Background: an optimization exercise with open tools, aiming at small area. Do not read the settings as production practice.
At most, simulation tests tie the RTL to the original design; equivalence was not proved.
No functional check of the RTL was part of runs 2 to 4, 7 and 8.
Power figures rest on the tool's default switching activity, not on a simulated workload. The flow treats the clock pin as an ideal source, which a real chip does not have.

[flow/run.sh]
#!/bin/bash
# The standard layout (standard.sh) with three changes:
#  - synthesis maps logic with an area-oriented ABC script (flow/synth.tcl);
#  - clock tree synthesis inserts no dummy loads and uses larger sink clusters;
#  - the input and output ports get the smallest buffer.
set -euo pipefail
here=$(pwd)
export AREA_ABC_SCRIPT=$here/flow/area.abc
export CTS_ARGS="-sink_clustering_enable -repair_clock_nets -dont_use_dummy_load -sink_clustering_size 30 -sink_clustering_max_diameter 70 -buf_list sky130_fd_sc_hd__clkbuf_16"
export BUFFER_PORTS_ARGS="-buffer_cell sky130_fd_sc_hd__buf_1"
sed "s|SYNTH_SCRIPT=[^ ]*|SYNTH_SCRIPT=$here/flow/synth.tcl|" standard.sh > layout.sh
grep -q "SYNTH_SCRIPT=$here/flow/synth.tcl" layout.sh
bash layout.sh > layout.log 2>&1
[flow/area.abc]
strash
dc2
dch -f
amap
topo
[flow/synth.tcl]
# The standard synthesis (synth_recipe.tcl), except that ABC maps the logic
# with an area-oriented script (flow/area.abc) instead of ORFS's speed script.
# Registers are mapped before ABC runs, so they are the standard ones.
proc synth {args} { yosys synth -nofsm -noshare {*}$args }
proc abc {args} {
  set i [lsearch -exact $args -script]
  if { $i >= 0 } { set args [lreplace $args $i [expr {$i + 1}] -script $::env(AREA_ABC_SCRIPT)] }
  yosys abc {*}$args
}
source $::env(SCRIPTS_DIR)/synth.tcl
# left out here: clear keep_hierarchy, flatten, clean up, hide names made inside functions, write 1_2_yosys.v
[standard.sh]
#!/bin/bash
# synth_recipe.tcl (not shown) runs the flow's synth.tcl, then flattens the netlist and writes it again
# the make line also repeats each setting of config.mk as NAME=value (left out here)
make -C /OpenROAD-flow-scripts/flow DESIGN_CONFIG=/design/flow/config.mk WORK_HOME=/design/flow/orfs CLKGATE_MAP_FILE= SYNTH_SCRIPT=/design/flow/synth_recipe.tcl "${@:-finish}"
[config.mk]
export PLATFORM = sky130hd
export DESIGN_NAME = router_top
export DESIGN_NICKNAME = router_top
export VERILOG_FILES = /design/flow/design.v
export SDC_FILE = /design/flow/constraint.sdc
export NUM_CORES = 4
export LEC_CHECK = 0
export CAP_MARGIN = 20
export CORE_MARGIN = 2
export CORE_UTILIZATION = 70
export SLEW_MARGIN = 20
[constraint.sdc]
create_clock -name core_clock -period 5.0 [get_ports {clock}]
set_input_delay 1.0000 -clock core_clock [delete_from_list [all_inputs] [get_ports {clock}]]
set_output_delay 1.0000 -clock core_clock [all_outputs]
set_load 0.01 [all_outputs]
[design.v]
module router_top(clock,resetn,read_enb_0,read_enb_1,read_enb_2,data_in,pkt_valid,
       data_out_0,data_out_1,data_out_2,valid_out_0,valid_out_1,valid_out_2,err,busy);
input clock,resetn,read_enb_0,read_enb_1,read_enb_2,pkt_valid;
input wire [7:0]data_in;
output valid_out_0,valid_out_1,valid_out_2,err,busy;
output wire [7:0]data_out_0,data_out_1,data_out_2;
localparam DA  = 3'b000,  
           LFD = 3'b001,  
           LD  = 3'b010,  
           FFS = 3'b011,  
           LAF = 3'b100,  
           LP  = 3'b101,  
           CPE = 3'b110,  
           WTE = 3'b111;  
reg [2:0] st, nst;
wire s_da  = st == DA;
wire s_lfd = st == LFD;
wire s_ld  = st == LD;
wire s_laf = st == LAF;
wire [2:0] empty, full;
assign valid_out_0 = ~empty[0];
assign valid_out_1 = ~empty[1];
assign valid_out_2 = ~empty[2];
wire c0 = ~empty[0] & ~read_enb_0;
wire c1 = ~empty[1] & ~read_enb_1;
wire c2 = ~empty[2] & ~read_enb_2;
reg [4:0] t0, t1, t2;
wire sr0 = t0 == 5'd16;
wire sr1 = t1 == 5'd16;
wire sr2 = t2 == 5'd16;
function fb;
  input [4:0] t;
  case (t)
    5'd0, 5'd1, 5'd2, 5'd4, 5'd6, 5'd8, 5'd9, 5'd10, 5'd12, 5'd14, 5'd16, 5'd19, 5'd21, 5'd23, 5'd27, 5'd29, 5'd31: fb = 1'b1;
    default: fb = 1'b0;
  endcase
endfunction
always @(posedge clock) begin
  t0 <= (~resetn | ~c0) ? 5'd0 : {t0[3:0], fb(t0)};
  t1 <= (~resetn | ~c1) ? 5'd0 : {t1[3:0], fb(t1)};
  t2 <= (~resetn | ~c2) ? 5'd0 : {t2[3:0], fb(t2)};
end
reg [1:0] dst;       
reg lpv, pd;         
wire ffull = (dst == 2'd0) ? full[0] : (dst == 2'd1) ? full[1] : (dst == 2'd2) ? full[2] : 1'b0;
wire [1:0] a = data_in[1:0];
wire a_empty = (a == 2'd0) ? empty[0] : (a == 2'd1) ? empty[1] : (a == 2'd2) ? empty[2] : 1'b0;
always @(*) begin
  case (st)
    DA:  nst = (pkt_valid && a != 2'd3) ? (a_empty ? LFD : WTE) : DA;
    WTE: nst = a_empty ? LFD : (a == 2'd3) ? DA : WTE;
    LFD: nst = LD;
    LD:  nst = ffull ? FFS : (~pkt_valid ? LP : LD);
    FFS: nst = ffull ? FFS : LAF;
    LAF: nst = pd ? DA : (lpv ? LP : LD);
    LP:  nst = CPE;
    default: nst = ffull ? FFS : DA;  
  endcase
end
always @(posedge clock) begin
  if (~resetn)
    st <= DA;
  else if ((sr0 && a == 2'd0) || (sr1 && a == 2'd1) || (sr2 && a == 2'd2))
    st <= DA;
  else
    st <= nst;
end
assign busy = ~(s_da | s_ld);
wire wr_state = s_ld | s_laf | (st == LP);
reg [7:0] dreg;      
reg [7:0] hold;      
reg [7:0] par;       
reg e;
assign err = e;
always @(posedge clock) begin
  if (~resetn)
    hold <= 0;
  else if (s_ld & ffull)
    hold <= data_in;
end
wire [7:0] dmux = s_laf ? hold : data_in;
always @(posedge clock)
  if ((s_da & pkt_valid) | (s_ld & ~ffull) | s_laf)
    dreg <= dmux;
wire pen = (s_da & pkt_valid) | (s_ld & ~ffull) | (s_laf & (~lpv | ~pd));
always @(posedge clock)
  par <= (par & {8{~s_da}}) ^ (dmux & {8{pen}});
always @(posedge clock) begin
  if (~resetn | s_da)
    pd <= 0;
  else if ((s_ld & ~pkt_valid & ~ffull) | (s_laf & lpv))
    pd <= 1;
end
always @(posedge clock) begin
  if (~resetn | (st == CPE))
    lpv <= 0;
  else if (s_ld & ~pkt_valid)
    lpv <= 1;
end
always @(posedge clock) begin
  if (~resetn)
    e <= 0;
  else if (pd)
    e <= |par;
end
always @(posedge clock)
  if (s_da)
    dst <= a;
reg hf;
wire srd = (dst == 2'd0) ? sr0 : (dst == 2'd1) ? sr1 : (dst == 2'd2) ? sr2 : 1'b0;
always @(posedge clock)
  hf <= s_lfd & ~srd;
wire [2:0] we;
assign we[0] = wr_state & (dst == 2'd0);
assign we[1] = wr_state & (dst == 2'd1);
assign we[2] = wr_state & (dst == 2'd2);
wire [2:0] re = {read_enb_2, read_enb_1, read_enb_0};
wire [2:0] srv = {sr2, sr1, sr0};
wire [7:0] dout [0:2];
assign data_out_0 = dout[0];
assign data_out_1 = dout[1];
assign data_out_2 = dout[2];
genvar n, k;
generate for (n = 0; n < 3; n = n + 1) begin : fifo
  reg [8:0] m [0:15];
  reg [4:0] cnt;       
  reg z;               
  reg [5:0] g;         
  reg [7:0] q_out;
  integer i;
  wire clr = ~resetn | srv[n];
  assign empty[n] = cnt == 5'd0;
  assign full[n] = cnt[4];
  wire w = we[n] & ~full[n];
  wire r = re[n] & ~empty[n];
  wire [15:0] sel;
  for (k = 0; k < 16; k = k + 1) begin : dec
    assign sel[k] = cnt[3:0] == ((k + 1) % 16);
  end
  reg [8:0] q;
  always @(*) begin
    q = 0;
    for (i = 0; i < 16; i = i + 1)
      q = q | (m[i] & {9{sel[i]}});
  end
  always @(posedge clock)
    if (w) begin
      m[0] <= {hf, dreg};
      for (i = 1; i < 16; i = i + 1)
        m[i] <= m[i-1];
    end
  always @(posedge clock) begin
    if (clr)
      cnt <= 0;
    else
      cnt <= cnt + w - r;
  end
  always @(posedge clock) begin
    if (clr)
      z <= 1'b1;
    else if (r) begin
      if (q[8])
        z <= 1'b0;
      else if (g == 0)
        z <= 1'b1;
    end
  end
  always @(posedge clock)
    if (r) begin
      if (q[8])
        g <= q[7:2];
      else
        g <= g - 1'b1;
    end
  always @(posedge clock) begin
    if (clr)
      q_out <= 0;
    else if (r)
      q_out <= q[7:0];
    else if (z)
      q_out <= 0;
  end
  assign dout[n] = q_out;
end endgenerate
endmodule
==> results_dict.tcl, run 1 <==
set metrics [dict create \
    post-route-util 0.759 \
    root_buffer "clkbuf_16" \
    fin_area_um2 21700 \
    min_path_cells 0 \
    nets 1441 \
    ff2ff_path_depth 18 \
    crit_start "fifo[2].cnt[3]" \
    relSlewSlack 0.234 \
    reg2reg_slack_ps 1480 \
    grt_pass1_wl_um 67400 \
    max_freq_mhz 284 \
    synthXorXnorAreaFrac 0.00347 \
    cts_setup_buffers 0 \
    finalHoldViolations 0 \
    yosysWarningCount 4 \
    muxShareOfSynthArea 0 \
    crit_path_max_fanout 12 \
    synthDistinctLibCells 39 \
    cts_made_buffers 28 \
    async_flop_share 0 \
    fin_ws_ps 1480 \
    drive_gt1_frac 0.0417 \
    ys_ff_latch 540 \
    fp.dieW_um 174 \
    seqPwrFrac 0.553 \
    antenna_found_initial 0 \
    avgSynthCellArea_um2 15.4 \
    dieArea_um2 30200 \
    swShare 0.335 \
    synth_edf_count 460 \
    cts_resized 0 \
    timing.rr.start "fifo[2].cnt[3]" \
    cts.sinks 540 \
    route.detailed.drc 0 \
    cp.required_ps 5440 \
    layout_common_cells "edfxtp_1, nor2_1, clkinv_1" \
    peakVddDrop_mv 0.395 \
    vias 12220 \
    finalSetupViolCount 0 \
    power.leakage_nw 7.03 \
    grtUsageTotal 0.292 \
    ios 43 \
    final.fill_count 1801 \
    r2r-end "fifo[2].cnt[4]" \
    htree_levels 1 \
    max_cap_violations 0 \
    synth_compound_area_frac 0.118 \
    area_delta_synth_final_pct 7.48 \
    synth-seq-area-share 0.764 \
    worst_pin_slew_ps 1120 \
    p_int_w 0.00821 \
    rsz0062_at_grt "no" \
    min_period_ps 3520 \
    syn_inst 1312 \
    clock_skew_ps 44.3 \
    hp-class "flop to flop" \
    grt_max_degree 91 \
    syn_area_um2 20200 \
    num_rows 62 \
    cp-start-kind "flop" \
    mostFrequentLayoutCell "edfxtp_1" \
    powerDensity_nw_per_um2 570 \
    wl_per_cell_um 24.7 \
    path_clk_slew_ps 110 \
    cts_tree "yes" \
    grt-ovfl-total 0 \
    initial_core_util 0.706 \
    p_sw_w 0.00414 \
    dpl_worst_slack_ps 1490 \
    synthAdderAreaFrac 0.0216 \
    fin_crit_sh 0.704 \
    firstDrtPassIters 8 \
    drt-initial-drc-count 2004 \
    die_h_um 174 \
    pwr-share-clk 0.184 \
    placed_area_um2 21000 \
    hpwlAfterDp_um 27600 \
    synth_ff_type "edfxtp_1" \
    core-area_um2 28500 \
    synth_top_family_by_area "compound AO/OA/AOI/OAI gates" \
    multiInputGateArea_um2 4430 \
    critPathCaptureType "flop" \
    slew_viol_final 0 \
    synth-simple-area-share 0.0724 \
    ant_nets 0 \
    critPathArrivalTime_ps 3960 \
    crit_type "flop to flop" \
    worst_skew_pair.late_latency_ps 590 \
    place_congestion 0.845 \
    cts_buffer_depth 3 \
    grt_pass1_vias 11665 \
    status "complete, no violations" \
    crit_end "fifo[2].cnt[4]" \
    vias_per_cell 6.87 \
    syn-num-nets 1359 \
    holdBufCountCts 0 \
    totalWireLength_um 43900 \
    combPwrFrac 0.263 \
    portBuffers 42 \
    tns_ps 0 \
    seq_area_um2 15400 \
]
==> cell usage after synthesis, drive strengths merged (13+ instances only) <==
| master | instances | area [um^2] |
|---|---|---|
| nand3 | 35 | 175 |
| nor2 | 126 | 473 |
| nand2 | 53 | 199 |
| ha | 30 | 375 |
| and3 | 32 | 200 |
| a221oi | 13 | 114 |
| a22o | 32 | 280 |
| a222oi | 73 | 731 |
| clkinv | 107 | 402 |
| dfxtp | 80 | 1600 |
| nor2b | 14 | 87.6 |
| a21oi | 60 | 300 |
| a22oi | 34 | 255 |
| o22ai | 29 | 181 |
| nor3 | 28 | 140 |
| edfxtp | 460 | 13800 |
| nand4 | 13 | 81.3 |
==> metrics by stage <==
step | std cells | hold slack (ps) | power (W)
6_report | 1779 | 414 | 0.0124
5_1_grt | 1776 | 425 | 0.0130
4_1_cts | 1776 | 413 | 0.0123
3_5_place_dp | 1748 | 409 | 0.0101
3_3_place_gp | 1748 | 410 | 0.0100
2_1_floorplan | 1312 | 403 | 0.00891
==> power by group through the flow <==
stage,combinational [W],sequential (W),clock (W)
2_1_floorplan,0.00220,0.00671,0
3_3_place_gp,0.00313,0.00687,0
3_5_place_dp,0.00321,0.00689,0
4_1_cts,0.00322,0.00682,0.00230
5_1_grt,0.00359,0.00692,0.00245
6_report,0.00325,0.00683,0.00227
==> layer usage <==
layer  part of all wire  global-route usage  up-vias
met5                  0                   0        -
met4              0.030              0.0875        0
met3               0.10              0.0491       97
met2               0.46               0.445      734
met1               0.41               0.443     6003
li1                   -                   -     5386
==> critical path, stage by stage (launching register included) <==
cell	delay (ps)
dfxtp_1	350
clkinv_1	100
ha_1	190
nand3_1	150
nor2_1	290
clkinv_1	140
nand2_1	260
clkinv_1	380
ha_1	410
clkinv_1	50
ha_2	170
clkinv_2	50
fa_2	340
nor2_2	130
nor2_1	50
nor2_1	80
nor2_1	60
a21oi_1	130
nor2_1	50
==> state kept, by name, indices dropped and copies added, names as in the netlist, 5 cells and up <==
| register | flops |
|---|---|
| fifo.g | 18 |
| fifo.cnt | 15 |
| dreg | 8 |
| t0 | 5 |
| par | 8 |
| fifo.m | 432 |
| fifo.q_out | 24 |
| t1 | 5 |
| t2 | 5 |
| hold | 8 |
==> logic make-up (layout without fill, tap and decap cells) <==
| kind of cell | count (synthesis) | in the layout |
|---|---|---|
| compound gates | 307 | 307 |
| xor+xnor | 8 | 8 |
| other cells | 0 | 3 |
| buf+inv | 107 | 187 |
| flops | 540 | 540 |
| simple gates | 317 | 317 |
| fa+ha+maj | 33 | 33 |
==> how the worst min path moves through the flow <==
| stage | startpoint | to | slack [ps] |
|---|---|---|---|
| after floorplan | t0[3] | t0[4] | 400 |
| after global placement | t0[3] | t0[4] | 410 |
| after detailed placement | t0[3] | t0[4] | 410 |
| after CTS | fifo[1].m[6][4] | fifo[1].m[7][4] | 410 |
| after global routing | fifo[1].m[3][1] | fifo[1].m[4][1] | 430 |
| final | fifo[1].m[6][4] | fifo[1].m[7][4] | 410 |
==> area by class of cell <==
cell class              instances  share of cell area
diodes                          3            0.000346
clock buffers                  28              0.0323
inverters                     107              0.0189
multi-input cells             665               0.204
flip-flops and latches        540               0.711
well taps                     384              0.0222
repair buffers                 52              0.0107
==> run 2: changes to the inputs <==
--- a/design.v
+++ b/design.v
@@ -153,7 +153,7 @@
     if (clr)
       cnt <= 0;
     else
-      cnt <= cnt + w - r;
+      cnt <= cnt + {{4{r & ~w}}, w ^ r};
   end
   always @(posedge clock) begin
     if (clr)
--- a/flow/run.sh
+++ b/flow/run.sh
@@ -6,7 +6,7 @@
 set -euo pipefail
 here=$(pwd)
 export AREA_ABC_SCRIPT=$here/flow/area.abc
-export CTS_ARGS="-sink_clustering_enable -repair_clock_nets -dont_use_dummy_load -sink_clustering_size 30 -sink_clustering_max_diameter 70 -buf_list sky130_fd_sc_hd__clkbuf_16"
+export CTS_ARGS="-sink_clustering_enable -repair_clock_nets -dont_use_dummy_load -sink_clustering_size 18 -sink_clustering_max_diameter 120 -buf_list sky130_fd_sc_hd__clkbuf_8 -root_buf sky130_fd_sc_hd__clkbuf_16"
 export BUFFER_PORTS_ARGS="-buffer_cell sky130_fd_sc_hd__buf_1"
 sed "s|SYNTH_SCRIPT=[^ ]*|SYNTH_SCRIPT=$here/flow/synth.tcl|" standard.sh > layout.sh
 grep -q "SYNTH_SCRIPT=$here/flow/synth.tcl" layout.sh
==> flow/area.abc (replaced) <==
strash
dc2
dch -f
amap
topo
strash
dch -f
amap
topo
==> run 2 against run 1 <==
Effect of this change:
- still clean on timing, DRC and antenna
- sequential share of layout area shrank 0.11 points
- utilization grew 1.8 points
- first-iteration DRC count shrank 3.8%
- sequential power is essentially flat
- critical path depth shrank 3
- power grew 0.11%
- worst hold slack gained 15 ps
- final cell count grew 1.5%
- critical path type unchanged
- critical endpoint unchanged
- largest cell class unchanged
- largest power group unchanged
==> results_dict.tcl, run 2 <==
set metrics [dict create \
    status "complete, no violations" \
    min_path_cells 2 \
    critPathArrivalTime_ps 3930 \
    synth_ff_type "edfxtp_1" \
    grt_pass1_vias 11831 \
    grt_pass1_wl_um 68100 \
    power.leakage_nw 6.88 \
    fp.dieW_um 173 \
    drive_gt1_frac 0.0806 \
    critical_path.most_common_cell "clkinv_1" \
    die_h_um 173 \
    hpwlAfterDp_um 28600 \
    cts_buffer_depth 3 \
    synthTopCellsByCount "edfxtp_1, nor2_1, clkinv_1, dfxtp_1, a222oi_1" \
    nets 1467 \
    finalHoldViolations 0 \
    yosysMostFrequentCell "edfxtp_1" \
    clock_skew_ps 35.2 \
    finalSetupViolCount 0 \
    instances_no_fill 1806 \
    wl_per_cell_um 24.8 \
    path_delay_family "simple AND/OR/NAND/NOR gates" \
    slew_viol_final 0 \
    worst_pin_slew_ps 1090 \
    cts_made_buffers 35 \
    path_clk_slew_ps 110 \
    synth.largest_area_cell "edfxtp_1" \
    ys_ff_latch 540 \
    syn-num-nets 1333 \
    cp_cell_sequence "nor4_2, clkinv_1, nor2_1, clkinv_1, nand2_1, clkinv_1, ha_1, clkinv_1, ha_2, clkinv_2, fa_2, nor2_2, o21a_1, nor3_1, nor3_1" \
    timing.rr.start "fifo[2].cnt[3]" \
    totalWireLength_um 44700 \
    synth_top_area_share 0.691 \
    placed_cells 1770 \
    max_freq_mhz 285 \
    layout_common_cells "edfxtp_1, nor2_1, clkinv_1" \
    max_cap_violations 0 \
    syn_inst 1295 \
    hp-class "flop to flop" \
    min_period_ps 3510 \
    ant_nets 0 \
    grt-ovfl-total 0 \
    num_rows 61 \
    ff2ff_path_depth 15 \
    peakVddDrop_mv 0.376 \
    top_regs "fifo.m x432, fifo.q_out x24, fifo.g x18" \
    grt_max_degree 92 \
    relSlewSlack 0.271 \
    synthTopCellsByArea "edfxtp_1, dfxtp_1, a222oi_1" \
    mostFrequentLayoutCell "edfxtp_1" \
    cts_tree "yes" \
    post-route-util 0.777 \
    cp_slowest_cell "dfxtp_1" \
    portBuffers 42 \
    cp-start-kind "flop" \
    crit_type "flop to flop" \
    syn_area_um2 20000 \
    r2r-end "fifo[2].cnt[4]" \
    worst_skew_pair.late_latency_ps 520 \
    synth-seq-area-share 0.771 \
    powerDensity_nw_per_um2 570 \
    slowest_delay_ps 430 \
    cp.buffers_inverters 5 \
    holdBufCountCts 0 \
    area_delta_synth_final_pct 8.55 \
    largest_register "fifo.m" \
    vias 12502 \
    firstDrtPassIters 8 \
    htree_levels 2 \
    drt-initial-drc-count 1928 \
    antenna_found_initial 3 \
    cts_setup_buffers 0 \
    reg2reg_slack_ps 1490 \
    cts_resized 0 \
    route.detailed.drc 0 \
    synthDistinctLibCells 39 \
    critPathCaptureType "flop" \
    ios 43 \
    dieArea_um2 29900 \
    min_to "t1[4]" \
    avgSynthCellArea_um2 15.4 \
    rsz0062_at_grt "no" \
    crit_path_max_fanout 10 \
    initial_core_util 0.716 \
    vias_per_cell 6.92 \
    largest_register_ffs 432 \
    async_flop_share 0 \
    core-area_um2 27900 \
    fin_crit_sh 0.701 \
    cts.sinks 540 \
    cp.required_ps 5430 \
    root_buffer "clkbuf_16" \
    grtUsageTotal 0.298 \
    place_congestion 0.903 \
    yosysWarningCount 4 \
    synth_edf_count 460 \
    min_from "t1[3]" \
]
## run 2: changes by cell type in the layout (fill, tap and decap cells not counted), moves of 10 or more
cell       delta
buf_4        +45
nor4_1       +31
clkbuf_8     +30
and3_1       -29
clkbuf_16    -23
clkinv_1     -20
nand3_1      -18
nor3_1       +15
a22oi_1      +14
a22o_1       -11
and2_0       +10
## run 2: cell type report
class	count	area (um^2)
sequential	540	15400
fill	1692	6220
multi-input combinational	668	4370
timing repair buffer	97	571
clock buffer	35	538
tap	378	473
inverter	87	335
antenna	1	2.50
## run 2: worst register-to-register path, cell delays in order, from the launching register on
cell	delay, ps
dfxtp_1	430
nor4_2	430
clkinv_1	110
nor2_1	140
clkinv_1	120
nand2_1	290
clkinv_1	380
ha_1	400
clkinv_1	50
ha_2	180
clkinv_2	60
fa_2	340
nor2_2	120
o21a_1	170
nor3_1	60
nor3_1	160
## run 2: metrics by stage
stage / instance area, um^2 / hold slack [ps] / setup slack (ps) / TNS, ps / power (W)
CTS: 21700 / 432 / 1490 / 0 / 0.0123
global placement: 21200 / 408 / 1640 / 0 / 0.0102
finish: 21700 / 430 / 1490 / 0 / 0.0124
floorplan: 20100 / 403 / -1240 / -14350 / 0.00899
global route: 21700 / 450 / 1200 / 0 / 0.0130
detailed placement: 21200 / 417 / 1500 / 0 / 0.0104
## run 2: worst max path at each step
stage	start	endpoint	slack, ps	cells past startpoint
3_5_place_dp	read_enb_0	fifo[0].cnt[4]	1500	13
4_1_cts	fifo[2].cnt[3]	fifo[2].cnt[4]	1490	15
6_report	fifo[2].cnt[3]	fifo[2].cnt[4]	1490	15
3_3_place_gp	read_enb_0	fifo[0].cnt[4]	1640	13
2_1_floorplan	st[2]	fifo[1].cnt[4]	-1240	14
5_1_grt	fifo[2].cnt[3]	fifo[2].cnt[4]	1200	15
## run 2: cells by family (layout without fill, tap and decap cells)
family          count (synthesis)  after routing  synth area share
compound gates                302            302             0.116
fa+ha+maj                      24             24            0.0161
buf+inv                        87            219            0.0163
flops                         540            540             0.771
other cells                     0              1                 0
simple gates                  342            342            0.0813
## run 2: metal layers
layer / share of wire / up-vias / GRT usage
met1: 0.39 / 6118 / 0.447
met3: 0.11 / 108 / 0.0493
met5: 0 / - / 0
met4: 0.031 / 0 / 0.0996
li1: - / 5516 / -
met2: 0.46 / 760 / 0.455
## run 2: power by group
group	total (W)	switching, W	internal (W)
Sequential	0.00681	0.000679	0.00613
Combinational	0.00356	0.00242	0.00115
Clock	0.00199	0.00126	0.000728
==> run 3: changes to the inputs <==
--- a/flow/run.sh
+++ b/flow/run.sh
@@ -6,7 +6,7 @@
 set -euo pipefail
 here=$(pwd)
 export AREA_ABC_SCRIPT=$here/flow/area.abc
-export CTS_ARGS="-sink_clustering_enable -repair_clock_nets -dont_use_dummy_load -sink_clustering_size 18 -sink_clustering_max_diameter 120 -buf_list sky130_fd_sc_hd__clkbuf_8 -root_buf sky130_fd_sc_hd__clkbuf_16"
+export CTS_ARGS="-sink_clustering_enable -repair_clock_nets -dont_use_dummy_load -sink_clustering_size 30 -sink_clustering_max_diameter 120 -buf_list sky130_fd_sc_hd__clkbuf_16"
 export BUFFER_PORTS_ARGS="-buffer_cell sky130_fd_sc_hd__buf_1"
 sed "s|SYNTH_SCRIPT=[^ ]*|SYNTH_SCRIPT=$here/flow/synth.tcl|" standard.sh > layout.sh
 grep -q "SYNTH_SCRIPT=$here/flow/synth.tcl" layout.sh
==> run 3 against run 2 <==
Effect of this change:
- still clean
- count of clock-buffer cells in the layout fell by 14
- non-clock buffer count did not move
- first-iteration DRC count fell by 2.1%
- wire length fell by 0.57%
- flip-flop and latch count did not move
- sequential share of layout area barely moved
- sequential power barely moved
- global-route usage fell by 0.45 points
- worst setup slack got worse by 5.1 ps
==> results_dict.tcl, run 3 <==
set metrics [dict create \
    mostFrequentLayoutCell "edfxtp_1" \
    synth-seq-area-share 0.771 \
    async_flop_share 0 \
    powerDensity_nw_per_um2 570 \
    drt-initial-drc-count 1888 \
    htree_levels 1 \
    grt-ovfl-total 0 \
    nets 1453 \
    synth_top_family_by_area "compound AO/OA/AOI/OAI gates" \
    critPathCaptureType "flop" \
    grt_max_degree 92 \
    max_freq_mhz 285 \
    cp-start-kind "flop" \
    worst_pin_slew_ps 1080 \
    wl_per_cell_um 24.8 \
    totalWireLength_um 44500 \
    power.leakage_nw 6.86 \
    cts_made_buffers 21 \
    layout_common_cells "edfxtp_1, nor2_1, clkinv_1" \
    cp_slowest_cell "dfxtp_1" \
    synth.largest_area_cell "edfxtp_1" \
    min_period_ps 3510 \
    slowest_delay_ps 430 \
    ios 43 \
    grt_pass1_wl_um 67400 \
    route.detailed.drc 0 \
    syn_inst 1295 \
    synthDistinctLibCells 39 \
    cts_buffer_depth 3 \
    synth_ff_type "edfxtp_1" \
    holdBufCountCts 0 \
    placed_area_um2 21200 \
    largest_register_ffs 432 \
    cts_resized 0 \
    dieArea_um2 29900 \
    relSlewSlack 0.277 \
    synth_edf_count 460 \
    post-route-util 0.777 \
    synth-simple-area-share 0.0813 \
    cts.sinks 540 \
    die_h_um 173 \
    peakVddDrop_mv 0.405 \
    tns_ps 0 \
    status "complete, no violations" \
    fin_crit_sh 0.702 \
    cp_cell_sequence "nor4_2, clkinv_1, nor2_1, clkinv_1, nand2_1, clkinv_1, ha_1, clkinv_1, ha_2, clkinv_2, fa_2, nor2_2, o21a_1, nor3_1, nor3_1" \
    muxShareOfSynthArea 0 \
    syn_area_um2 20000 \
    vias 12321 \
    ys_ff_latch 540 \
    hp-class "flop to flop" \
    cts_setup_buffers 0 \
    critical_path.most_common_cell "clkinv_1" \
    crit_type "flop to flop" \
    cts_tree "yes" \
    rsz0062_at_grt "no" \
    cp.required_ps 5460 \
    fp.dieW_um 173 \
    seq_area_um2 15400 \
    clock_skew_ps 37.4 \
    max_cap_violations 0 \
    largest_register "fifo.m" \
    slew_viol_final 0 \
    hpwlAfterDp_um 28600 \
    final.fill_count 1684 \
    finalSetupViolCount 0 \
    core-area_um2 27900 \
    root_buffer "clkbuf_16" \
    worst_skew_pair.late_latency_ps 570 \
    total_power_w 0.0124 \
    synth_top_area_share 0.691 \
    yosysMostFrequentCell "edfxtp_1" \
    ant_nets 0 \
    crit_path_max_fanout 10 \
    placed_cells 1770 \
    area_delta_synth_final_pct 8.49 \
    synthAdderAreaFrac 0.0161 \
    yosysWarningCount 4 \
    firstDrtPassIters 6 \
    syn-num-nets 1333 \
    multiInputGateArea_um2 4370 \
    grtUsageTotal 0.293 \
    critPathArrivalTime_ps 3970 \
    place_congestion 0.903 \
    portBuffers 42 \
    synth_compound_area_frac 0.116 \
    initial_core_util 0.716 \
    vias_per_cell 6.88 \
    synthXorXnorAreaFrac 0 \
    avgSynthCellArea_um2 15.4 \
    top_regs "fifo.m x432, fifo.q_out x24, fifo.g x18" \
    antenna_found_initial 3 \
    path_clk_slew_ps 120 \
    synthTopCellsByArea "edfxtp_1, dfxtp_1, a222oi_1" \
    finalHoldViolations 0 \
    grt_pass1_vias 11674 \
    synthTopCellsByCount "edfxtp_1, nor2_1, clkinv_1, dfxtp_1, a222oi_1" \
    drive_gt1_frac 0.0715 \
    num_rows 61 \
    instances_no_fill 1792 \
    fin_area_um2 21700 \
]
## run 3: area by class of cell
| cell class | instances | share of cell area |
|---|---|---|
| multi-input cells | 668 | 0.202 |
| diodes | 1 | 0.000115 |
| inverters | 87 | 0.0155 |
| repair buffers | 97 | 0.0263 |
| clock buffers | 21 | 0.0242 |
| well taps | 378 | 0.0218 |
| flip-flops and latches | 540 | 0.711 |
## run 3: cells by family after synthesis
family                     count (synthesis)
and+or+nand+nor                          342
DFF                                      540
buffers and inverters                     87
adders and majority gates                 24
AOI/OAI and AO/OA                        302
## run 3: through the flow
stage               hold WS (ps)  worst slack (ps)
floorplan                    403             -1240
global placement             408              1640
global route                 446              1190
finish                       424              1490
CTS                          432              1490
detailed placement           417              1500
## run 3: worst paths after layout
kind | startpoint | end | slack, ps | cells after the start
min | fifo[2].m[12][3] | fifo[2].m[13][3] | 420 | 0
min reg2reg | fifo[2].m[12][3] | fifo[2].m[13][3] | 420 | 0
max reg2reg | fifo[2].cnt[3] | fifo[2].cnt[4] | 1490 | 15
max | fifo[2].cnt[3] | fifo[2].cnt[4] | 1490 | 15
## run 3: report_power, final
group | internal [W] | total (W) | switching (W)
Clock | 0.000761 | 0.00199 | 0.00123
Combinational | 0.00115 | 0.00358 | 0.00243
Sequential | 0.00613 | 0.00681 | 0.000678
## run 3: per-layer routing
metal | share of wire | routed length, um | vias to the layer above | GRT usage
met5 | 0 | 0 | - | 0
met4 | 0.029 | 1300 | 0 | 0.0805
met3 | 0.11 | 4760 | 89 | 0.0372
met2 | 0.47 | 20800 | 697 | 0.461
met1 | 0.40 | 17600 | 6056 | 0.444
li1 | - | - | 5479 | -
## run 3: critical path: cells and delay by family, from the launching register on
family	cells	cell delay (ps)
buf+inv	5	720
fa+ha+maj	3	920
compound gates	1	170
flops	1	430
simple gates	6	1200
==> run 4: changes to the inputs <==
--- a/config.mk
+++ b/config.mk
@@ -8,4 +8,5 @@
 export CAP_MARGIN = 20
 export CORE_MARGIN = 2
 export CORE_UTILIZATION = 70
+export GPL_TIMING_DRIVEN = 0
 export SLEW_MARGIN = 20
==> run 4 against run 3 <==
Effect of this change:
- worst hold slack worse by 12 ps
- via count up 2.4%
- final area up 2.7%
- highest routed layer unchanged
- sequential share of layout area down 1.9 points
==> results_dict.tcl, run 4 <==
set metrics [dict create \
    status "complete, no violations" \
    grt_pass1_vias 12510 \
    grt_pass1_wl_um 71100 \
    cts_resized 0 \
    crit_path_max_fanout 10 \
    layout_common_cells "edfxtp_1, nor2_1, clkinv_1" \
    cp.required_ps 5430 \
    drt-initial-drc-count 2094 \
    fp.dieW_um 173 \
    cts_made_buffers 21 \
    min_period_ps 3950 \
    synth.largest_area_cell "edfxtp_1" \
    hold_ws_ps 411 \
    synthTopCellsByCount "edfxtp_1, nor2_1, clkinv_1, dfxtp_1, a222oi_1" \
    area_delta_synth_final_pct 11.4 \
    async_flop_share 0 \
    finalHoldViolations 0 \
    synth-seq-area-share 0.771 \
    antenna_found_initial 0 \
    cts_setup_buffers 0 \
    relSlewSlack 0.392 \
    critPathArrivalTime_ps 4380 \
    cts.sinks 540 \
    diodes 0 \
    firstDrtPassIters 8 \
    hp-class "flop to flop" \
    wl_per_cell_um 25.4 \
    synth_top_area_share 0.691 \
    largest_register_ffs 432 \
    power.leakage_nw 7.07 \
    placed_cells 1794 \
    total_power_w 0.0127 \
    slew_viol_final 0 \
    ant_nets 0 \
    drive_gt1_frac 0.118 \
    initial_core_util 0.716 \
    max_freq_mhz 253 \
    seqPwrFrac 0.539 \
    hpwlAfterDp_um 32500 \
    grt-ovfl-total 0 \
    synth_edf_count 460 \
    syn_area_um2 20000 \
    synthDistinctLibCells 39 \
    rsz0062_at_grt "no" \
    grtUsageTotal 0.309 \
    ys_ff_latch 540 \
    htree_levels 1 \
    p_int_w 0.00818 \
    powerDensity_nw_per_um2 569 \
    yosysMostFrequentCell "edfxtp_1" \
    max_cap_violations 0 \
    worst_skew_pair.late_latency_ps 570 \
    syn_inst 1295 \
    peakVddDrop_mv 0.396 \
    die_h_um 173 \
    root_buffer "clkbuf_16" \
    synthTopCellsByArea "edfxtp_1, dfxtp_1, a222oi_1" \
    cts_tree "yes" \
    synth_ff_type "edfxtp_1" \
    ios 43 \
    dieArea_um2 29900 \
    crit_type "flop to flop" \
    pwr-share-clk 0.157 \
    mostFrequentLayoutCell "edfxtp_1" \
    path_clk_slew_ps 120 \
    place_congestion 0.830 \
    reg2reg_slack_ps 1050 \
    combPwrFrac 0.304 \
    grt_max_degree 31 \
    fin_crit_sh 0.790 \
    core-area_um2 27900 \
    route.detailed.drc 0 \
    vias 12618 \
    totalWireLength_um 46100 \
    holdBufCountCts 0 \
    vias_per_cell 6.95 \
    top_regs "fifo.m x432, fifo.q_out x24, fifo.g x18" \
    worst_pin_slew_ps 907 \
    critPathCaptureType "flop" \
    nets 1477 \
    fin_area_um2 22300 \
    finalSetupViolCount 0 \
    largest_register "fifo.m" \
    num_rows 61 \
    cts_buffer_depth 3 \
    yosysWarningCount 4 \
    syn-num-nets 1333 \
    cp-start-kind "flop" \
    instances_no_fill 1815 \
    avgSynthCellArea_um2 15.4 \
    clock_skew_ps 35.2 \
    p_sw_w 0.00451 \
    placed_area_um2 21800 \
    swShare 0.355 \
    portBuffers 42 \
]
==> run 4: worst paths after layout <==
kind                  startpoint  cells past startpoint             end
hold / removal             t0[3]                      2           t0[4]
setup reg to reg  fifo[0].cnt[1]                     14  fifo[0].cnt[4]
setup / recovery  fifo[0].cnt[1]                     14  fifo[0].cnt[4]
hold reg to reg            t0[3]                      2           t0[4]
==> run 4: worst max-delay path: stages (launching register included) <==
cell and delay [ps]:
dfxtp_1 520, nor4_2 490, nand2_1 260, nand2_1 400
clkinv_1 500, ha_1 460, clkinv_1 60, ha_2 190
clkinv_2 60, fa_2 350, nor2_2 130, o21a_1 120
nor2_1 50, nor2_1 140, a211oi_1 70
==> run 4: layout make-up <==
cell class                 count  area, um^2
sequential                   540       15400
inverter                      87         335
tap                          378         473
fill                        1568        5650
multi-input combinational    668        4640
clock buffer                  21         526
timing repair buffer         121         896
==> run 4: power groups by stage <==
stage,logic [W],clock network (W),registers (W)
final,0.00386,0.00199,0.00683
after global routing,0.00418,0.00216,0.00692
after CTS,0.00381,0.00202,0.00681
after detailed placement,0.00379,0,0.00689
after global placement,0.00325,0,0.00692
after floorplan,0.00232,0,0.00668
==> run 4: through the flow <==
stage	setup WS [ps]	setup TNS, ps	utilization
global placement	-2640	-482510	0.743
detailed placement	1150	0	0.779
finish	1050	0	0.798
floorplan	-1240	-14350	-
global route	764	0	0.798
CTS	1100	0	0.798
==> run 4: routing by layer <==
layer,part of all wire,global-route usage
met2,0.46,0.487
met3,0.11,0.0598
met1,0.39,0.446
met5,0,0
met4,0.032,0.0968
==> run 4: cell families (layout without fill, tap and decap cells) <==
| group | Yosys count | after routing | synth area share |
|---|---|---|---|
| DFF | 540 | 540 | 0.771 |
| and+or+nand+nor | 342 | 342 | 0.0813 |
| AOI/OAI and AO/OA | 302 | 302 | 0.116 |
| buffers and inverters | 87 | 229 | 0.0163 |
| adders and majority gates | 24 | 24 | 0.0161 |
==> run 5: changes to the inputs <==
--- a/design.v
+++ b/design.v
@@ -153,7 +153,7 @@
     if (clr)
       cnt <= 0;
     else
-      cnt <= cnt + {{4{r & ~w}}, w ^ r};
+      cnt <= cnt + w - r;
   end
   always @(posedge clock) begin
     if (clr)
==> run 5 against run 4 <==
Effect of this change:
- global-route usage decreased by 1.3 points
- largest cell class unchanged
- synthesized area rose by 0.31%
- first-iteration DRC count shrank 3.8%
- worst hold slack improved by 17 ps
- highest routed layer is now met5
- still clean on timing, DRC and antenna
- final cell count shrank 2.7%
- largest power group unchanged
- worst setup slack got worse by 74 ps
- non-clock buffer count shrank 47
- die area rose by 0.30%
==> results_dict.tcl, run 5 <==
set metrics [dict create \
    synthTopCellsByArea "edfxtp_1, dfxtp_1, a222oi_1" \
    htree_levels 1 \
    synthTopCellsByCount "edfxtp_1, nor2_1, clkinv_1, dfxtp_1, a222oi_1" \
    placed_area_um2 21300 \
    timing.rr.start "fifo[2].cnt[3]" \
    ff2ff_path_depth 19 \
    reg2reg_slack_ps 980 \
    cp.buffers_inverters 5 \
    cp-start-kind "flop" \
    path_clk_slew_ps 110 \
    wl_per_cell_um 25.5 \
    cts_resized 0 \
    vias_per_cell 6.98 \
    slew_viol_final 0 \
    crit_path_max_fanout 11 \
    syn_area_um2 20100 \
    rsz0062_at_grt "no" \
    drt-initial-drc-count 2015 \
    yosysWarningCount 4 \
    crit_type "flop to flop" \
    synth_top_area_share 0.688 \
    status "complete, no violations" \
    hpwlAfterDp_um 29200 \
    ys_ff_latch 540 \
    cts_buffer_depth 3 \
    min_path_cells 2 \
    worst_skew_pair.late_latency_ps 550 \
    vias 12319 \
    grtUsageTotal 0.296 \
    cts_made_buffers 21 \
    largest_register_ffs 432 \
    relSlewSlack 0.421 \
    finalHoldViolations 0 \
    synth-seq-area-share 0.768 \
    worst_pin_slew_ps 846 \
    initial_core_util 0.716 \
    dieArea_um2 30000 \
    multiInputGateArea_um2 4400 \
    nets 1436 \
    top_regs "fifo.m x432, fifo.q_out x24, fifo.g x18" \
    die_h_um 173 \
    r2r-end "fifo[2].cnt[4]" \
    largest_register "fifo.m" \
    place_congestion 0.843 \
    core-area_um2 28000 \
    final.fill_count 1610 \
    synthDistinctLibCells 37 \
    ant_nets 0 \
    fp.dieW_um 173 \
    holdBufCountCts 0 \
    grt_pass1_wl_um 67700 \
    post-route-util 0.779 \
    layout_common_cells "edfxtp_1, nor2_1, clkinv_1" \
    firstDrtPassIters 10 \
    cp_cell_sequence "clkinv_1, ha_1, nand3_1, nor2_1, clkinv_1, nand2_1, clkinv_1, ha_1, clkinv_1, ha_2, clkinv_2, fa_2, nor2_2, nor2_1, nor2_1, nor2_1, nor2_1, a21oi_1, nor2_1" \
    grt_pass1_vias 11797 \
    clock_skew_ps 15.1 \
    totalWireLength_um 45000 \
    synth_edf_count 460 \
    max_cap_violations 0 \
    critPathArrivalTime_ps 4490 \
    slowest_delay_ps 520 \
    cp_slowest_cell "clkinv_1" \
    seq_area_um2 15400 \
    hp-class "flop to flop" \
    syn_inst 1292 \
    tns_ps 0 \
    peakVddDrop_mv 0.366 \
    cts_tree "yes" \
    fin_crit_sh 0.805 \
    power.leakage_nw 7.08 \
    drive_gt1_frac 0.0555 \
    powerDensity_nw_per_um2 558 \
    path_delay_family "simple AND/OR/NAND/NOR gates" \
    antenna_found_initial 1 \
    yosysMostFrequentCell "edfxtp_1" \
    synth_ff_type "edfxtp_1" \
    root_buffer "clkbuf_16" \
    cts_setup_buffers 0 \
    num_rows 61 \
    synth.largest_area_cell "edfxtp_1" \
    route.detailed.drc 0 \
    area_delta_synth_final_pct 8.74 \
    avgSynthCellArea_um2 15.5 \
    mostFrequentLayoutCell "edfxtp_1" \
    critical_path.most_common_cell "nor2_1" \
    cp.required_ps 5470 \
    cts.sinks 540 \
    grt_max_degree 31 \
    finalSetupViolCount 0 \
    grt-ovfl-total 0 \
    min_period_ps 4020 \
    min_to "t0[4]" \
    critPathCaptureType "flop" \
    min_from "t0[3]" \
    syn-num-nets 1339 \
    fin_area_um2 21800 \
    ios 43 \
    max_freq_mhz 248 \
    portBuffers 42 \
    async_flop_share 0 \
]
## run 5: cell count changes after synthesis, moves of 5 or more
| cell | delta |
|---|---|
| and3_1 | +42 |
| a22o_1 | +5 |
| ha_1 | +9 |
| nor4_1 | -33 |
| and2_0 | -10 |
| a22oi_1 | -9 |
| a221oi_1 | +7 |
| nor3_1 | -22 |
| o21ai_0 | +5 |
| a31oi_1 | +5 |
## run 5: worst reg2reg max path: cells and delay by family, from the launching register on
kind                     cells  cell delay [ps]
flip-flops                   1              360
adder cells (fa/ha/maj)      4             1190
buffers and inverters        5              910
AO/OA/AOI/OAI                1               80
AND/OR/NAND/NOR              9             1420
## run 5: metrics by stage
stage	power [W]	instances	hold WS, ps	worst slack, ps
finish	0.0122	1766	428	975
global route	0.0127	1765	441	750
detailed placement	0.0102	1744	411	1090
floorplan	0.00885	1292	403	-1090
global placement	0.00992	1712	408	-2410
CTS	0.0122	1765	430	1030
## run 5: power breakdown
part	total (W)	switching [W]	internal [W]	leakage (nW)
registers	0.00674	0.000639	0.00610	4.85
logic	0.00344	0.00224	0.00121	1.98
clock network	0.00200	0.00124	0.000763	0.259
total	0.0122	0.00412	0.00807	7.08
## run 5: logic make-up (layout without fill, tap and decap cells)
kind of cell,Yosys count,count (layout),synth area share
simple gates,319,319,0.0746
buf+inv,91,186,0.0170
flops,540,540,0.768
other cells,0,1,0
compound gates,309,309,0.118
fa+ha+maj,33,33,0.0217
## run 5: area by class of cell
cell class	instances	share of cell area
antenna	1	0.000115
clock buffer	21	0.0241
multi-input combinational	661	0.202
tap	378	0.0217
timing repair buffer	74	0.0295
sequential	540	0.707
inverter	91	0.0161
## run 5: how the worst max path moves through the flow
stage | start | end | cells after the start
after floorplan | st[2] | fifo[1].cnt[4] | 15
after global placement | st[0] | fifo[1].cnt[4] | 16
after detailed placement | fifo[2].cnt[2] | fifo[2].cnt[4] | 18
after CTS | fifo[2].cnt[3] | fifo[2].cnt[4] | 19
after global routing | fifo[2].cnt[2] | fifo[2].cnt[4] | 19
final | fifo[2].cnt[3] | fifo[2].cnt[4] | 19
## run 5: metal layers
metal  vias to the layer above  GRT usage  part of all wire
met4                         2     0.0915             0.031
li1                       5395          -                 -
met3                        96     0.0599              0.10
met5                         -          0           0.00051
met2                       743      0.465              0.47
met1                      6083      0.426              0.40
==> run 6: changes to the inputs <==
==> flow/area.abc (replaced) <==
strash
dc2
dch -f
amap
topo
strash
dch -f
amap
topo
stime -c
upsize -c
dnsize -c
--- a/config.mk
+++ b/config.mk
@@ -8,5 +8,4 @@
 export CAP_MARGIN = 20
 export CORE_MARGIN = 2
 export CORE_UTILIZATION = 70
-export GPL_TIMING_DRIVEN = 0
 export SLEW_MARGIN = 20
==> run 6 against run 5 <==
Effect of this change:
- still clean on timing, DRC and antenna
- wire length shrank 1.6%
- global-route usage shrank 0.53 points
- sequential power is essentially flat
- first-iteration DRC count grew 6.0%
- final area shrank 1.5%
- flip-flop and latch count is the same
- power shrank 0.80%
- critical path type unchanged
- largest cell class unchanged
- highest routed layer is now met4
==> results_dict.tcl, run 6 <==
set metrics [dict create \
    synth_top_area_share 0.685 \
    clock_skew_ps 24.5 \
    yosysMostFrequentCell "edfxtp_1" \
    grt-ovfl-total 0 \
    cp-start-kind "flop" \
    syn-num-nets 1339 \
    mostFrequentLayoutCell "edfxtp_1" \
    cp.required_ps 5430 \
    status "complete, no violations" \
    core-area_um2 28500 \
    portBuffers 42 \
    fp.dieW_um 174 \
    top_regs "fifo.m x432, fifo.q_out x24, fifo.g x18" \
    max_freq_mhz 282 \
    post-route-util 0.753 \
    crit_path_max_fanout 11 \
    relSlewSlack 0.294 \
    critPathArrivalTime_ps 3980 \
    dieArea_um2 30200 \
    drive_gt1_frac 0.0681 \
    hp-class "flop to flop" \
    ff2ff_path_depth 18 \
    cts.sinks 540 \
    num_rows 62 \
    place_congestion 0.865 \
    min_period_ps 3550 \
    cts_setup_buffers 0 \
    cts_made_buffers 21 \
    ys_ff_latch 540 \
    r2r-end "fifo[2].cnt[4]" \
    hpwlAfterDp_um 27900 \
    ant_nets 0 \
    syn_area_um2 20200 \
    min_from "t2[3]" \
    powerDensity_nw_per_um2 562 \
    area_delta_synth_final_pct 6.64 \
    max_cap_violations 0 \
    synth.largest_area_cell "edfxtp_1" \
    antenna_found_initial 2 \
    min_path_cells 2 \
    worst_pin_slew_ps 1060 \
    syn_inst 1292 \
    vias_per_cell 6.90 \
    hold_ws_ps 432 \
    vias 12095 \
    avgSynthCellArea_um2 15.6 \
    die_h_um 174 \
    reg2reg_slack_ps 1450 \
    rsz0062_at_grt "no" \
    synth-seq-area-share 0.765 \
    crit_type "flop to flop" \
    timing.rr.start "fifo[2].cnt[3]" \
    slew_viol_final 0 \
    layout_common_cells "edfxtp_1, nor2_1, a222oi_1, dfxtp_1, clkinv_1" \
    critPathCaptureType "flop" \
    synthTopCellsByArea "edfxtp_1, dfxtp_1, a222oi_1" \
    synth_ff_type "edfxtp_1" \
    nets 1415 \
    htree_levels 1 \
    largest_register_ffs 432 \
    finalSetupViolCount 0 \
    synth_edf_count 460 \
    power.leakage_nw 6.98 \
    grtUsageTotal 0.290 \
    finalHoldViolations 0 \
    drt-initial-drc-count 2135 \
    async_flop_share 0 \
    root_buffer "clkbuf_16" \
    min_to "t2[4]" \
    firstDrtPassIters 8 \
    totalWireLength_um 44200 \
    largest_register "fifo.m" \
    fin_crit_sh 0.710 \
    cts_tree "yes" \
    worst_skew_pair.late_latency_ps 550 \
    wl_per_cell_um 25.3 \
    ios 43 \
    grt_pass1_vias 11428 \
    grt_max_degree 90 \
    cts_buffer_depth 3 \
    initial_core_util 0.706 \
    yosysWarningCount 4 \
    holdBufCountCts 0 \
    synthDistinctLibCells 47 \
    cts_resized 0 \
    peakVddDrop_mv 0.393 \
    path_clk_slew_ps 110 \
    synthTopCellsByCount "edfxtp_1, nor2_1, dfxtp_1, a222oi_1, clkinv_1" \
    grt_pass1_wl_um 66400 \
    route.detailed.drc 0 \
]
[run 6: changes by cell type after synthesis, sizes merged]
cell	previous run	this run
clkinv	91	67
inv	0	24
[run 6: logic make-up after synthesis]
logic type,count (synthesis),share of synthesized area
flip-flops,540,0.765
buffers and inverters,91,0.0169
AO/OA/AOI/OAI,309,0.120
adder cells (fa/ha/maj),33,0.0216
AND/OR/NAND/NOR,319,0.0764
[run 6: area by class of cell]
cell class	instances	area, um^2
Timing Repair Buffer	53	240
Antenna cell	2	5.00
Fill cell	1791	7050
Clock buffer	21	526
Multi-Input combinational cell	661	4480
Tap cell	384	480
Sequential cell	540	15400
Inverter	91	348
[run 6: worst max path at each step]
stage                               from             end  slack [ps]  cells after the start
final                     fifo[2].cnt[3]  fifo[2].cnt[4]        1450                     18
after global routing      fifo[2].cnt[3]  fifo[2].cnt[4]        1060                     19
after CTS                 fifo[2].cnt[3]  fifo[2].cnt[4]        1430                     19
after detailed placement  fifo[2].cnt[3]  fifo[2].cnt[4]        1450                     18
after global placement        read_enb_2  fifo[2].cnt[4]        1620                     14
after floorplan                    st[0]  fifo[1].cnt[4]       -1100                     16
[run 6: per-layer routing]
layer  vias up  global-route usage  share of wire
li1       5357                   -              -
met1      5937               0.424           0.39
met2       720               0.450           0.47
met3        81              0.0559           0.11
met4         0              0.0980          0.031
met5         -                   0              0
[run 6: worst max-delay path, stage by stage, from the launching register on]
cell	delay [ps]
dfxtp_1	360
clkinv_1	90
ha_1	210
nand3_1	180
nor2_1	190
clkinv_1	140
nand2_1	340
clkinv_1	400
ha_1	400
clkinv_1	50
ha_2	180
clkinv_2	60
fa_2	350
nor2_2	130
nor2_1	50
nor2_1	80
nor2_1	60
a21oi_1	130
nor2_1	50
[run 6: where the power goes]
part / internal (W) / switching (W) / total (W)
combinational: 0.00110 / 0.00224 / 0.00334
sequential: 0.00612 / 0.000652 / 0.00677
clock: 0.000762 / 0.00122 / 0.00198
[run 6: stage by stage]
stage	instances	TNS (ps)	area (um^2)	setup WS, ps	total power, W
finish	1752	0	21500	1450	0.0121
detailed placement	1729	0	21000	1450	0.0102
floorplan	1292	-11140	20200	-1100	0.00892
global route	1750	0	21500	1060	0.0127
global placement	1729	0	21000	1620	0.0100
CTS	1750	0	21500	1430	0.0121
==> run 7: changes to the inputs <==
--- a/design.v
+++ b/design.v
@@ -153,7 +153,7 @@
     if (clr)
       cnt <= 0;
     else
-      cnt <= cnt + w - r;
+      cnt <= cnt + {{4{r & ~w}}, w ^ r};
   end
   always @(posedge clock) begin
     if (clr)
==> run 7 against run 6 <==
Effect of this change:
- still clean
- wire length grew 1.4%
- sequential share of layout area down 1.6 points
- register-to-register slack got worse by 390 ps
- sequential power up 1%
- clock power is essentially flat
- utilization grew 1.5 points
- global-route usage is 0.70 points higher
- first-iteration DRC count decreased by 2.8%
- flip-flop and latch count unchanged
- critical path depth down 3
==> results_dict.tcl, run 7 <==
set metrics [dict create \
    synth_edf_count 460 \
    synthTopCellsByArea "edfxtp_1, dfxtp_1, a222oi_1" \
    ios 43 \
    max_freq_mhz 254 \
    fin_area_um2 22000 \
    max_cap_violations 0 \
    min_from "t0[3]" \
    ff2ff_path_depth 15 \
    root_buffer "clkbuf_16" \
    crit_end "fifo[2].cnt[4]" \
    portBuffers 42 \
    firstDrtPassIters 6 \
    cp-start-kind "flop" \
    relSlewSlack 0.313 \
    area_delta_synth_final_pct 8.35 \
    drt-initial-drc-count 2076 \
    synth_top_area_share 0.681 \
    cts_setup_buffers 0 \
    core-area_um2 28600 \
    synth-seq-area-share 0.760 \
    worst_pin_slew_ps 1020 \
    tns_ps 0 \
    fin_ws_ps 1060 \
    fp.dieW_um 174 \
    post-route-util 0.768 \
    crit_path_max_fanout 10 \
    grt_max_degree 93 \
    synthDistinctLibCells 53 \
    placed_area_um2 21400 \
    yosysMostFrequentCell "edfxtp_1" \
    critPathCaptureType "flop" \
    num_rows 62 \
    status "complete, no violations" \
    finalSetupViolCount 0 \
    clock_skew_ps 14.2 \
    slew_viol_final 0 \
    dieArea_um2 30400 \
    ys_ff_latch 540 \
    crit_type "flop to flop" \
    powerDensity_nw_per_um2 570 \
    instances_no_fill 1792 \
    r2r-end "fifo[2].cnt[4]" \
    hp-class "flop to flop" \
    cts_buffer_depth 3 \
    hpwlAfterDp_um 29000 \
    grt_pass1_vias 11990 \
    mostFrequentLayoutCell "edfxtp_1" \
    cts.sinks 540 \
    cts_tree "yes" \
    vias 12380 \
    antenna_found_initial 2 \
    die_h_um 174 \
    grt-ovfl-total 0 \
    layout_common_cells "edfxtp_1, nor2_1, a222oi_1, dfxtp_1, clkinv_1" \
    nets 1447 \
    async_flop_share 0 \
    drive_gt1_frac 0.109 \
    largest_register "fifo.m" \
    fin_crit_sh 0.788 \
    dpl_worst_slack_ps 1150 \
    syn_inst 1295 \
    wl_per_cell_um 25.0 \
    cts_made_buffers 21 \
    grt_pass1_wl_um 68800 \
    top_regs "fifo.m x432, fifo.q_out x24, fifo.g x18" \
    critPathArrivalTime_ps 4410 \
    vias_per_cell 6.91 \
    min_period_ps 3940 \
    avgSynthCellArea_um2 15.7 \
    synth_ff_type "edfxtp_1" \
    worst_skew_pair.late_latency_ps 550 \
    route.detailed.drc 0 \
    largest_register_ffs 432 \
    power.leakage_nw 6.92 \
    htree_levels 1 \
    timing.rr.start "fifo[2].cnt[3]" \
    initial_core_util 0.709 \
    syn_area_um2 20300 \
    peakVddDrop_mv 0.374 \
    place_congestion 0.863 \
    synthTopCellsByCount "edfxtp_1, nor2_1, dfxtp_1, a222oi_1, clkinv_1" \
    syn-num-nets 1333 \
    synth.largest_area_cell "edfxtp_1" \
    ant_nets 0 \
    crit_start "fifo[2].cnt[3]" \
    finalHoldViolations 0 \
    yosysWarningCount 4 \
    reg2reg_slack_ps 1060 \
    cts_resized 0 \
    rsz0062_at_grt "no" \
    grtUsageTotal 0.297 \
    path_clk_slew_ps 110 \
    totalWireLength_um 44900 \
    holdBufCountCts 0 \
    cp.required_ps 5470 \
    placed_cells 1769 \
]
run 7: changes by cell type after synthesis, sizes merged, moves of 4 or more:
cell / delta
a22oi: +9
o21ai: -5
and3: -42
a31oi: -5
and2: +10
nand2: +4
ha: -9
a221oi: -7
inv: -7
nor3: +22
nor4: +33
o21a: +4
a22o: -5
run 7: worst min path at each step:
stage | depth (start not counted) | slack (ps) | endpoint
CTS | 2 | 430 | t0[4]
detailed placement | 2 | 410 | t0[4]
global placement | 2 | 410 | t0[4]
floorplan | 2 | 400 | t0[4]
global route | 2 | 460 | t1[4]
finish | 2 | 420 | t0[4]
run 7: final cells by class:
type                       instances  area (um^2)
clock buffer                      21          526
multi-input combinational        668         4660
fill                            1700         6640
timing repair buffer              91          549
tap                              384          480
antenna                            1         2.50
inverter                          87          350
sequential                       540        15400
run 7: per-layer routing:
| metal | wire length (um) | up-vias | GRT usage |
|---|---|---|---|
| li1 | - | 5476 | - |
| met2 | 20600 | 750 | 0.458 |
| met1 | 18000 | 6048 | 0.451 |
| met4 | 1410 | 2 | 0.0875 |
| met3 | 4860 | 104 | 0.0446 |
| met5 | 8 | - | 0 |
run 7: per-stage QoR:
stage	hold slack [ps]	power (W)
floorplan	403	0.00918
global placement	408	0.0104
detailed placement	414	0.0106
CTS	434	0.0125
global route	460	0.0131
finish	423	0.0125
run 7: report_power, final:
part,internal (W),switching [W]
Combinational,0.00119,0.00248
Sequential,0.00613,0.000734
Clock,0.000762,0.00124
Total,0.00808,0.00446
run 7: cells by family after synthesis:
family                   count (synthesis)  synth area share
AO/OA/AOI/OAI                          302             0.114
AND/OR/NAND/NOR                        342            0.0933
buffers and inverters                   87            0.0168
flip-flops                             540             0.760
adder cells (fa/ha/maj)                 24            0.0159
run 7: critical path: stages (launching register included):
cell and delay, ps:
dfxtp_1 520, nor4_4 920, inv_2 60, nor2_1 170, clkinv_1 150, nand2_2 190, clkinv_1 330, ha_1 410
clkinv_1 50, ha_2 180, clkinv_2 60, fa_2 350, nor2_2 110, o21a_1 160, nor3_1 60, nor3_1 150
==> run 8: changes to the inputs <==
==> flow/area.abc (replaced) <==
strash
dc2
dch -f
amap
topo
strash
dch -f
amap
topo
--- a/config.mk
+++ b/config.mk
@@ -5,7 +5,7 @@
 export SDC_FILE = /design/flow/constraint.sdc
 export NUM_CORES = 4
 export LEC_CHECK = 0
-export CAP_MARGIN = 20
+export CAP_MARGIN = 0
 export CORE_MARGIN = 2
 export CORE_UTILIZATION = 70
-export SLEW_MARGIN = 20
+export SLEW_MARGIN = 0
==> run 8 against run 7 <==
Effect of this change:
- die area down 1.4%
- worst hold slack improved by 1.2 ps
- critical path depth is the same
- critical path type unchanged
- worst setup slack improved by 430 ps
- largest cell class unchanged
- sequential share of layout area up 0.93 points
- global-route usage fell by 0.41 points
- clock power hardly changed
- clock skew grew 23 ps
==> results_dict.tcl, run 8 <==
set metrics [dict create \
    seq_area_um2 15400 \
    num_rows 61 \
    max_cap_violations 0 \
    cp-start-kind "flop" \
    crit_type "flop to flop" \
    peakVddDrop_mv 0.405 \
    slew_viol_final 0 \
    rsz0062_at_grt "no" \
    vias_per_cell 6.88 \
    final.fill_count 1684 \
    initial_core_util 0.716 \
    grt_pass1_wl_um 67400 \
    grt-ovfl-total 0 \
    hp-class "flop to flop" \
    dieArea_um2 29900 \
    place_congestion 0.903 \
    critPathArrivalTime_ps 3970 \
    portBuffers 42 \
    relSlewSlack 0.277 \
    syn_inst 1295 \
    synth_top_area_share 0.691 \
    synthTopCellsByArea "edfxtp_1, dfxtp_1, a222oi_1" \
    holdBufCountCts 0 \
    firstDrtPassIters 6 \
    worst_pin_slew_ps 1080 \
    grt_max_degree 92 \
    mostFrequentLayoutCell "edfxtp_1" \
    cts_setup_buffers 0 \
    path_clk_slew_ps 120 \
    synth.largest_area_cell "edfxtp_1" \
    cts_buffer_depth 3 \
    syn_area_um2 20000 \
    grt_pass1_vias 11674 \
    critPathCaptureType "flop" \
    wl_per_cell_um 24.8 \
    status "complete, no violations" \
    hold_ws_ps 424 \
    hpwlAfterDp_um 28600 \
    yosysWarningCount 4 \
    powerDensity_nw_per_um2 570 \
    drive_gt1_frac 0.0715 \
    fin_crit_sh 0.702 \
    grtUsageTotal 0.293 \
    die_h_um 173 \
    cts_tree "yes" \
    synth_edf_count 460 \
    area_delta_synth_final_pct 8.49 \
    ios 43 \
    fp.dieW_um 173 \
    finalHoldViolations 0 \
    root_buffer "clkbuf_16" \
    crit_path_max_fanout 10 \
    synthTopCellsByCount "edfxtp_1, nor2_1, clkinv_1, dfxtp_1, a222oi_1" \
    synth-seq-area-share 0.771 \
    cts_resized 0 \
    ys_ff_latch 540 \
    htree_levels 1 \
    vias 12321 \
    largest_register "fifo.m" \
    avgSynthCellArea_um2 15.4 \
    cp.required_ps 5460 \
    total_power_w 0.0124 \
    synthDistinctLibCells 39 \
    ant_nets 0 \
    min_period_ps 3510 \
    synth_ff_type "edfxtp_1" \
    yosysMostFrequentCell "edfxtp_1" \
    layout_common_cells "edfxtp_1, nor2_1, clkinv_1" \
    clock_skew_ps 37.4 \
    syn-num-nets 1333 \
    largest_register_ffs 432 \
    drt-initial-drc-count 1888 \
    cts.sinks 540 \
    route.detailed.drc 0 \
    cts_made_buffers 21 \
    top_regs "fifo.m x432, fifo.q_out x24, fifo.g x18" \
    multiInputGateArea_um2 4370 \
    finalSetupViolCount 0 \
    antenna_found_initial 3 \
    nets 1453 \
    max_freq_mhz 285 \
    core-area_um2 27900 \
    async_flop_share 0 \
    worst_skew_pair.late_latency_ps 570 \
    totalWireLength_um 44500 \
    power.leakage_nw 6.86 \
]
==> run 8: worst max-delay path, stage by stage, from the launching register on <==
cell and delay (ps):
dfxtp_1 430, nor4_2 430, clkinv_1 110, nor2_1 140, clkinv_1 120, nand2_1 290, clkinv_1 380, ha_1 400
clkinv_1 50, ha_2 180, clkinv_2 60, fa_2 340, nor2_2 120, o21a_1 170, nor3_1 60, nor3_1 160
==> run 8: logic make-up after synthesis <==
| family | after synthesis | synth area share |
|---|---|---|
| DFF | 540 | 0.771 |
| and+or+nand+nor | 342 | 0.0813 |
| AOI/OAI and AO/OA | 302 | 0.116 |
| buffers and inverters | 87 | 0.0163 |
| adders and majority gates | 24 | 0.0161 |
==> run 8: per-stage QoR <==
step / utilization / std cells / cell area, um^2 / worst slack [ps] / TNS [ps]
detailed placement: 0.758 / 1770 / 21200 / 1500 / 0
global placement: 0.758 / 1770 / 21200 / 1640 / 0
CTS: 0.777 / 1791 / 21700 / 1490 / 0
finish: 0.777 / 1792 / 21700 / 1490 / 0
floorplan: - / 1295 / 20100 / -1240 / -14350
global route: 0.777 / 1791 / 21700 / 1190 / 0
==> run 8: power by group <==
| group | leakage (nW) | total (W) | switching, W | internal [W] |
|---|---|---|---|---|
| logic | 1.76 | 0.00358 | 0.00243 | 0.00115 |
| clock network | 0.259 | 0.00199 | 0.00123 | 0.000761 |
| registers | 4.84 | 0.00681 | 0.000678 | 0.00613 |
==> run 8: final timing paths <==
| path | from | to | slack, ps | cells past startpoint |
|---|---|---|---|---|
| worst max-delay path | fifo[2].cnt[3] | fifo[2].cnt[4] | 1490 | 15 |
| worst min-delay path | fifo[2].m[12][3] | fifo[2].m[13][3] | 420 | 0 |
| worst max register to register | fifo[2].cnt[3] | fifo[2].cnt[4] | 1490 | 15 |
| worst min register to register | fifo[2].m[12][3] | fifo[2].m[13][3] | 420 | 0 |
==> run 8: area by class of cell <==
class	count	share of cell area
Antenna cell	1	0.000115
Tap cell	378	0.0218
Sequential cell	540	0.711
Multi-Input combinational cell	668	0.202
Inverter	87	0.0155
Clock buffer	21	0.0242
Timing Repair Buffer	97	0.0263
==> run 8: per-layer routing <==
metal / part of all wire / routed length, um / track usage
met2: 0.47 / 20800 / 0.461
met3: 0.11 / 4760 / 0.0372
met5: 0 / 0 / 0
met1: 0.40 / 17600 / 0.444
met4: 0.029 / 1300 / 0.0805
==> run 9: changes to the inputs <==
--- a/design.v
+++ b/design.v
@@ -153,7 +153,7 @@
     if (clr)
       cnt <= 0;
     else
-      cnt <= cnt + {{4{r & ~w}}, w ^ r};
+      cnt <= cnt + w - r;
   end
   always @(posedge clock) begin
     if (clr)
==> run 9 against run 8 <==
Effect of this change:
- still clean
- count of clock-buffer cells in the layout did not move
- power shrank 2.8%
- worst hold slack gained 0.96 ps
- critical path depth up 4
- utilization decreased by 1.2 points
- largest power group unchanged
==> results_dict.tcl, run 9 <==
set metrics [dict create \
    fin_area_um2 21400 \
    async_flop_share 0 \
    cts_tree "yes" \
    min_period_ps 3600 \
    max_cap_violations 0 \
    synth_ff_type "edfxtp_1" \
    finalSetupViolCount 0 \
    portBuffers 42 \
    grt_pass1_vias 11510 \
    critPathCaptureType "flop" \
    cts_resized 0 \
    vias_per_cell 6.92 \
    hp-class "flop to flop" \
    yosysWarningCount 4 \
    synth_edf_count 460 \
    ant_nets 0 \
    r2r-end "fifo[2].cnt[4]" \
    holdBufCountCts 0 \
    synthTopCellsByCount "edfxtp_1, nor2_1, clkinv_1, dfxtp_1, a222oi_1" \
    power.leakage_nw 6.92 \
    status "complete, no violations" \
    powerDensity_nw_per_um2 561 \
    cts_buffer_depth 3 \
    post-route-util 0.765 \
    syn_area_um2 20100 \
    fin_crit_sh 0.720 \
    largest_register "fifo.m" \
    worst_skew_pair.late_latency_ps 550 \
    place_congestion 0.841 \
    peakVddDrop_mv 0.394 \
    firstDrtPassIters 6 \
    synth_top_area_share 0.688 \
    grt_max_degree 93 \
    grt_pass1_wl_um 66500 \
    dieArea_um2 30000 \
    max_freq_mhz 278 \
    reg2reg_slack_ps 1400 \
    grtUsageTotal 0.291 \
    drive_gt1_frac 0.0409 \
    min_from "t1[3]" \
    min_path_cells 2 \
    cts_made_buffers 21 \
    largest_register_ffs 432 \
    hold_ws_ps 425 \
    top_regs "fifo.m x432, fifo.q_out x24, fifo.g x18" \
    vias 12084 \
    relSlewSlack 0.232 \
    initial_core_util 0.716 \
    finalHoldViolations 0 \
    nets 1417 \
    rsz0062_at_grt "no" \
    antenna_found_initial 0 \
    wl_per_cell_um 25.2 \
    diodes 0 \
    drt-initial-drc-count 2291 \
    grt-ovfl-total 0 \
    avgSynthCellArea_um2 15.5 \
    hpwlAfterDp_um 27900 \
    mostFrequentLayoutCell "edfxtp_1" \
    worst_pin_slew_ps 1140 \
    clock_skew_ps 17.4 \
    synthDistinctLibCells 37 \
    crit_type "flop to flop" \
    ios 43 \
    cp.required_ps 5480 \
    placed_area_um2 20900 \
    core-area_um2 28000 \
    cp-start-kind "flop" \
    die_h_um 173 \
    syn_inst 1292 \
    synth-seq-area-share 0.768 \
]
-- run 9: cell count changes after synthesis, moves of 5 or more --
cell      before  now
a22o_1        21   26
nor3_1        45   23
and2_0        10    0
and3_1         3   45
a31oi_1       13   18
a221oi_1      15   22
a22oi_1       48   39
nor4_1        38    5
ha_1          21   30
o21ai_0        9   14
-- run 9: critical path, stage by stage, from the launching register on --
cell,delay [ps]
dfxtp_1,360
clkinv_1,90
ha_1,190
nand3_1,130
nor2_1,210
clkinv_1,150
nand2_1,360
clkinv_1,420
ha_1,410
clkinv_1,60
ha_2,180
clkinv_2,60
fa_2,340
nor2_2,100
nor2_1,50
nor2_1,80
nor2_1,60
nor2_1,120
a21oi_1,60
nor2_1,100
-- run 9: stage by stage --
stage,instances,TNS (ps),total power [W],setup WS [ps]
after floorplan,1292,-10910,0.00885,-1090
after global placement,1725,0,0.00996,1620
after detailed placement,1725,0,0.0101,1430
after CTS,1746,0,0.0120,1410
after global routing,1746,0,0.0126,1000
final,1746,0,0.0120,1400
-- run 9: kinds of logic (layout without fill, tap and decap cells) --
kind of cell,after synthesis,after routing,share of synthesized area
AO/OA/AOI/OAI,309,309,0.118
flip-flops,540,540,0.768
buffers and inverters,91,167,0.0170
adder cells (fa/ha/maj),33,33,0.0217
AND/OR/NAND/NOR,319,319,0.0746
-- run 9: worst max-delay path by stage --
| stage | end | from |
|---|---|---|
| 6_report | fifo[2].cnt[4] | fifo[2].cnt[3] |
| 4_1_cts | fifo[2].cnt[4] | fifo[2].cnt[3] |
| 3_5_place_dp | fifo[2].cnt[4] | fifo[2].cnt[3] |
| 2_1_floorplan | fifo[1].cnt[4] | st[2] |
| 5_1_grt | fifo[2].cnt[4] | fifo[2].cnt[3] |
| 3_3_place_gp | fifo[2].cnt[4] | read_enb_2 |
-- run 9: final cells by class --
| cell class | instances | area, um^2 |
|---|---|---|
| repair buffers | 55 | 255 |
| flip-flops and latches | 540 | 15400 |
| multi-input cells | 661 | 4390 |
| inverters | 91 | 352 |
| well taps | 378 | 473 |
| fillers | 1707 | 6590 |
| clock buffers | 21 | 526 |
-- run 9: routing by layer --
metal / track usage / wire, um / vias to the layer above
met5: 0 / 0 / -
met1: 0.436 / 17700 / 5888
met3: 0.0518 / 4600 / 103
met2: 0.434 / 20000 / 721
met4: 0.112 / 1650 / 0
li1: - / - / 5372
-- run 9: power breakdown --
part / internal (W) / switching, W
clock network: 0.000762 / 0.00122
logic: 0.00108 / 0.00220
registers: 0.00612 / 0.000635
total: 0.00796 / 0.00406
